Background: an optimization exercise with open tools, aiming at small area, a short achievable clock period and few clock cycles. Do not read the settings as production practice.
At most, simulation tests tie the RTL to the original design; equivalence was not proved.
No activity file was given, so power comes from the tool's default toggle rates.

Setup of the reference run:
==> module sdiv_op, before the edit <==
module sdiv_op #(parameter INPUTS = 2,
		parameter OUTPUTS = 1,
		parameter DATA_IN_SIZE = 32,
		parameter DATA_OUT_SIZE = 32)
		(
		input clk,
		input rst,
		input [INPUTS * (DATA_IN_SIZE)- 1 : 0]data_in_bus,
		input [INPUTS - 1 : 0]valid_in_bus,
		output [INPUTS - 1 : 0] ready_in_bus,
		output [OUTPUTS * (DATA_OUT_SIZE) - 1 : 0]data_out_bus,
		output [OUTPUTS - 1 : 0]valid_out_bus,
		input [OUTPUTS - 1 : 0] ready_out_bus
);
	localparam S_ACC = 4'b0001, S_PRE = 4'b0010, S_SHF = 4'b0100, S_DIV = 4'b1000;
	reg [3:0]  state;
	reg        rdy;       
	reg [1:0]  rin;       
	reg [1:0]  got;       
	reg        ov;        
	reg [31:0] r;         
	reg [31:0] d;         
	reg [31:0] q;         
	reg [4:0]  cnt;       
	reg [4:0]  shr;       
	reg [4:0]  shr2;      
	reg        zq;        
	reg        sa, sb;    
	reg        cin_f;     
	reg        sb_f;      
	wire [1:0] rdy2 = {2{rdy}} & ~got;    
	assign ready_in_bus = rin;
	wire [1:0] fire = valid_in_bus & rdy2;
	wire [1:0] got_n = got | fire;
	wire qfree = ~ov | ready_out_bus[0];
	wire sq = sa ^ sb;
	wire [31:0] ain = data_in_bus[31:0];
	wire [31:0] bin = data_in_bus[63:32];
	wire [31:0] aabs;
	sdiv_abs u_abs (.a(ain), .y(aabs));
	wire [31:0] diff;
	wire qb, rsel;
	wire ren = state[3] | (state[1] & sq & qfree);
	sdiv_sub u_sub (.r(r), .d(d), .cin(cin_f), .en(ren), .diff(diff), .ge(qb), .ge_en(rsel));
	wire take = rdy & (&got_n);
	wire [31:0] d_nx;
	sdiv_dnext u_dn (.ld(rdy2[1]), .ldv(bin ^ {32{bin[31]}}), .shf(state[2]), .fill(sb_f), .s(shr), .s2(shr2),
		.div(state[3]), .d(d), .y(d_nx));
	wire [4:0] mr, md, sh;
	wire sh_ge;
	sdiv_msb u_mr (.x(r), .m(mr));
	sdiv_msb u_md (.x(d), .m(md));
	sdiv_sub5 u_sh (.r(mr), .d(md), .cin(1'b1), .diff(sh), .ge(sh_ge));
	wire [4:0] sh2;
	wire sh2_ge;
	sdiv_sub5 u_sh2 (.r(mr), .d(md), .cin(1'b1), .diff(sh2), .ge(sh2_ge));
	assign valid_out_bus = ov;
	assign data_out_bus = q;
	reg [3:0] state_n;
	reg       rdy_n, ov_n;
	reg [1:0] got_nx;
	always @* begin
		state_n = state;
		rdy_n = rdy;
		ov_n = ov & ~ready_out_bus[0];
		got_nx = got;
		if (rdy) got_nx = take ? 2'b00 : got_n;
		case (1'b1)
			state[0]: begin
				if (zq) ov_n = 1'b1;
				if (take) begin
					state_n = S_PRE;
					rdy_n = 1'b0;
				end
			end
			state[1]: if (qfree) begin
				if (~qb) begin
					state_n = S_ACC;
					rdy_n = 1'b1;
				end else
					state_n = S_SHF;
			end
			state[2]: begin
				state_n = S_DIV;
				rdy_n = (shr == 5'd0);
			end
			default: begin
				rdy_n = (cnt == 5'd1);
				if (cnt == 5'd0) begin
					ov_n = 1'b1;
					if (take) state_n = S_PRE;
					else begin
						state_n = S_ACC;
						rdy_n = 1'b1;
					end
				end
			end
		endcase
	end
	always @(posedge clk, posedge rst)
		if (rst) begin
			state <= S_ACC;
			zq <= 1'b0;
			rdy <= 1'b1;
			rin <= 2'b11;
			got <= 2'b00;
			ov <= 1'b0;
		end else begin
			state <= state_n;
			zq <= state[1] & qfree & ~qb;
			rdy <= rdy_n;
			rin <= {2{rdy_n}} & ~got_nx;
			got <= got_nx;
			ov <= ov_n;
		end
	always @(posedge clk) begin
		case (1'b1)
			state[0]: if (zq) q <= 32'd0;
			state[1]: if (qfree) begin
				q <= {32{sq}};
			end
			state[3]: begin
				q <= {q[30:0], qb ^ sq};
				cnt <= cnt - 5'd1;
			end
			default: ;
		endcase
		if (rdy2[0]) r <= aabs;
		else if (rsel) r <= diff;
		if (rdy2[0]) sa <= ain[31];
		d <= d_nx;
		shr <= sh;
		shr2 <= sh2;
		if (state[2]) cnt <= shr;
		if (rdy2[1]) begin
			sb <= bin[31];
			sb_f <= bin[31];
			cin_f <= ~bin[31];
		end
	end
endmodule
==> module sdiv_dnext, before the edit <==
module sdiv_dnext (
	input         ld,
	input  [31:0] ldv,
	input         shf,
	input         fill,
	input  [4:0]  s,
	input  [4:0]  s2,
	input         div,
	input  [31:0] d,
	output [31:0] y
);
	wire [31:0] y0, y1, y2, y3, dsh;
	genvar i;
	generate
		for (i = 0; i < 32; i = i + 1) begin : g
			wire [4:0] c = (i < 16) ? s : s2;
			if (i >= 1)  assign y0[i]  = c[0] ? d[i-1]   : d[i];   else assign y0[i]  = c[0] ? fill : d[i];
			if (i >= 2)  assign y1[i]  = c[1] ? y0[i-2]  : y0[i];  else assign y1[i]  = c[1] ? fill : y0[i];
			if (i >= 4)  assign y2[i]  = c[2] ? y1[i-4]  : y1[i];  else assign y2[i]  = c[2] ? fill : y1[i];
			if (i >= 8)  assign y3[i]  = c[3] ? y2[i-8]  : y2[i];  else assign y3[i]  = c[3] ? fill : y2[i];
			if (i >= 16) assign dsh[i] = c[4] ? y3[i-16] : y3[i];  else assign dsh[i] = c[4] ? fill : y3[i];
		end
	endgenerate
	wire [31:0] base = ld ? ldv : (div ? {1'b0, d[31:1]} : d);
	assign y = shf ? dsh : base;
endmodule
clock: 5.0 ns
lec_check: 0
cap_margin: 20
core_margin: 2
core_utilization: 65
cts_buf_list: sky130_fd_sc_hd__clkbuf_4 sky130_fd_sc_hd__clkbuf_8
place_density: 0.75
setup_slack_margin: 2.7
slew_margin: 20
synth_hierarchical: 1
standard.sh (not shown) runs the stock make flow with config.mk's settings and CLKGATE_MAP_FILE= SYNTH_SCRIPT=/design/flow/synth_recipe.tcl, a recipe that flattens the netlist after the stock synthesis.
==> flow/flow/run.sh <==
#!/bin/bash
# The standard layout, with small plain buffers on the ports instead of the
# delay cells buffer_ports picks by default. Every port still gets a buffer.
set -euo pipefail
export BUFFER_PORTS_ARGS="-buffer_cell sky130_fd_sc_hd__buf_1"
bash standard.sh > standard.log 2>&1
The reference run ran to completion and came out clean on the timing, DRC and antenna checks.
What the trial run does differently from the reference run at the input level:
diff --git a/flow/design.v b/flow/design.v
--- a/flow/design.v
+++ b/flow/design.v
@@ -22,9 +22,8 @@
 	reg [31:0] d;         
 	reg [31:0] q;         
 	reg [4:0]  cnt;       
 	reg [4:0]  shr;       
-	reg [4:0]  shr2;      
 	reg        zq;        
 	reg        sa, sb;    
 	reg        cin_f;     
 	reg        sb_f;      
@@ -43,18 +42,15 @@
 	wire ren = state[3] | (state[1] & sq & qfree);
 	sdiv_sub u_sub (.r(r), .d(d), .cin(cin_f), .en(ren), .diff(diff), .ge(qb), .ge_en(rsel));
 	wire take = rdy & (&got_n);
 	wire [31:0] d_nx;
-	sdiv_dnext u_dn (.ld(rdy2[1]), .ldv(bin ^ {32{bin[31]}}), .shf(state[2]), .fill(sb_f), .s(shr), .s2(shr2),
+	sdiv_dnext u_dn (.ld(rdy2[1]), .ldv(bin ^ {32{bin[31]}}), .shf(state[2]), .fill(sb_f), .s(shr),
 		.div(state[3]), .d(d), .y(d_nx));
 	wire [4:0] mr, md, sh;
 	wire sh_ge;
 	sdiv_msb u_mr (.x(r), .m(mr));
 	sdiv_msb u_md (.x(d), .m(md));
 	sdiv_sub5 u_sh (.r(mr), .d(md), .cin(1'b1), .diff(sh), .ge(sh_ge));
-	wire [4:0] sh2;
-	wire sh2_ge;
-	sdiv_sub5 u_sh2 (.r(mr), .d(md), .cin(1'b1), .diff(sh2), .ge(sh2_ge));
 	assign valid_out_bus = ov;
 	assign data_out_bus = q;
 	reg [3:0] state_n;
 	reg       rdy_n, ov_n;
@@ -129,9 +125,8 @@
 		else if (rsel) r <= diff;
 		if (rdy2[0]) sa <= ain[31];
 		d <= d_nx;
 		shr <= sh;
-		shr2 <= sh2;
 		if (state[2]) cnt <= shr;
 		if (rdy2[1]) begin
 			sb <= bin[31];
 			sb_f <= bin[31];
@@ -743,24 +738,16 @@
 	input  [31:0] ldv,
 	input         shf,
 	input         fill,
 	input  [4:0]  s,
-	input  [4:0]  s2,
 	input         div,
 	input  [31:0] d,
 	output [31:0] y
 );
-	wire [31:0] y0, y1, y2, y3, dsh;
-	genvar i;
-	generate
-		for (i = 0; i < 32; i = i + 1) begin : g
-			wire [4:0] c = (i < 16) ? s : s2;
-			if (i >= 1)  assign y0[i]  = c[0] ? d[i-1]   : d[i];   else assign y0[i]  = c[0] ? fill : d[i];
-			if (i >= 2)  assign y1[i]  = c[1] ? y0[i-2]  : y0[i];  else assign y1[i]  = c[1] ? fill : y0[i];
-			if (i >= 4)  assign y2[i]  = c[2] ? y1[i-4]  : y1[i];  else assign y2[i]  = c[2] ? fill : y1[i];
-			if (i >= 8)  assign y3[i]  = c[3] ? y2[i-8]  : y2[i];  else assign y3[i]  = c[3] ? fill : y2[i];
-			if (i >= 16) assign dsh[i] = c[4] ? y3[i-16] : y3[i];  else assign dsh[i] = c[4] ? fill : y3[i];
-		end
-	endgenerate
+	wire [31:0] y0 = s[0] ? {d[30:0],  {1{fill}}}  : d;
+	wire [31:0] y1 = s[1] ? {y0[29:0], {2{fill}}}  : y0;
+	wire [31:0] y2 = s[2] ? {y1[27:0], {4{fill}}}  : y1;
+	wire [31:0] y3 = s[3] ? {y2[23:0], {8{fill}}}  : y2;
+	wire [31:0] dsh = s[4] ? {y3[15:0], {16{fill}}} : y3;
 	wire [31:0] base = ld ? ldv : (div ? {1'b0, d[31:1]} : d);
 	assign y = shf ? dsh : base;
 endmodule
### Flow results
The trial run against the reference run; synthesized cell area is down by a few percent. Re first-pass GRT wire length: the reference run was lower than the trial run. [compare] base=the reference run new=the trial run: global-route usage moved up; portion of total power attributed to the clock network fell 30 points. In the trial run, the number of antenna cells inserted came out 1 above the value in the reference run. [the trial run] combinational cell fraction of total power rose 56 points relative to the reference run.
Testbench counts of the trial run, summed over its fixed seeds: cycles 16,327.
Function not checked in the reference run: the RTL went through the layout flow alone.

[separate check: timing with driven ports]
In the flow no input, the clock included, has a driving cell. The finished layouts below were timed again as built, in two steps.
Step 1 assumes that a clkbuf_16 drives the clock port and a buf_2 every other input.
Step 2 adds t to the input delays and takes it off the output delays; t is the mean of the earliest and latest rising clock arrival at the registers after step 1. Input paths then give back, and output paths get back, about the clock's delay inside the block.
Slacks: ideal ports / drivers / drivers and shift; pairs: ideal ports / drivers.
| run | shift t [ns] | setup slack, ns | worst register clock-pin slew, ns | worst data-port slew with drivers (ns) |
|---|---|---|---|---|
| the reference run | 0.499 | 2.705 / 2.705 / 2.369 | 0.09 / 0.09 | 0.04 |
| the trial run | 0.506 | 2.750 / 2.750 / 2.306 | 0.09 / 0.09 | 0.04 |
After both steps every run listed still meets setup and hold. The setup slack of the trial run, which loses most, moves by 0.000 ns with the drivers and by -0.444 ns with both steps.
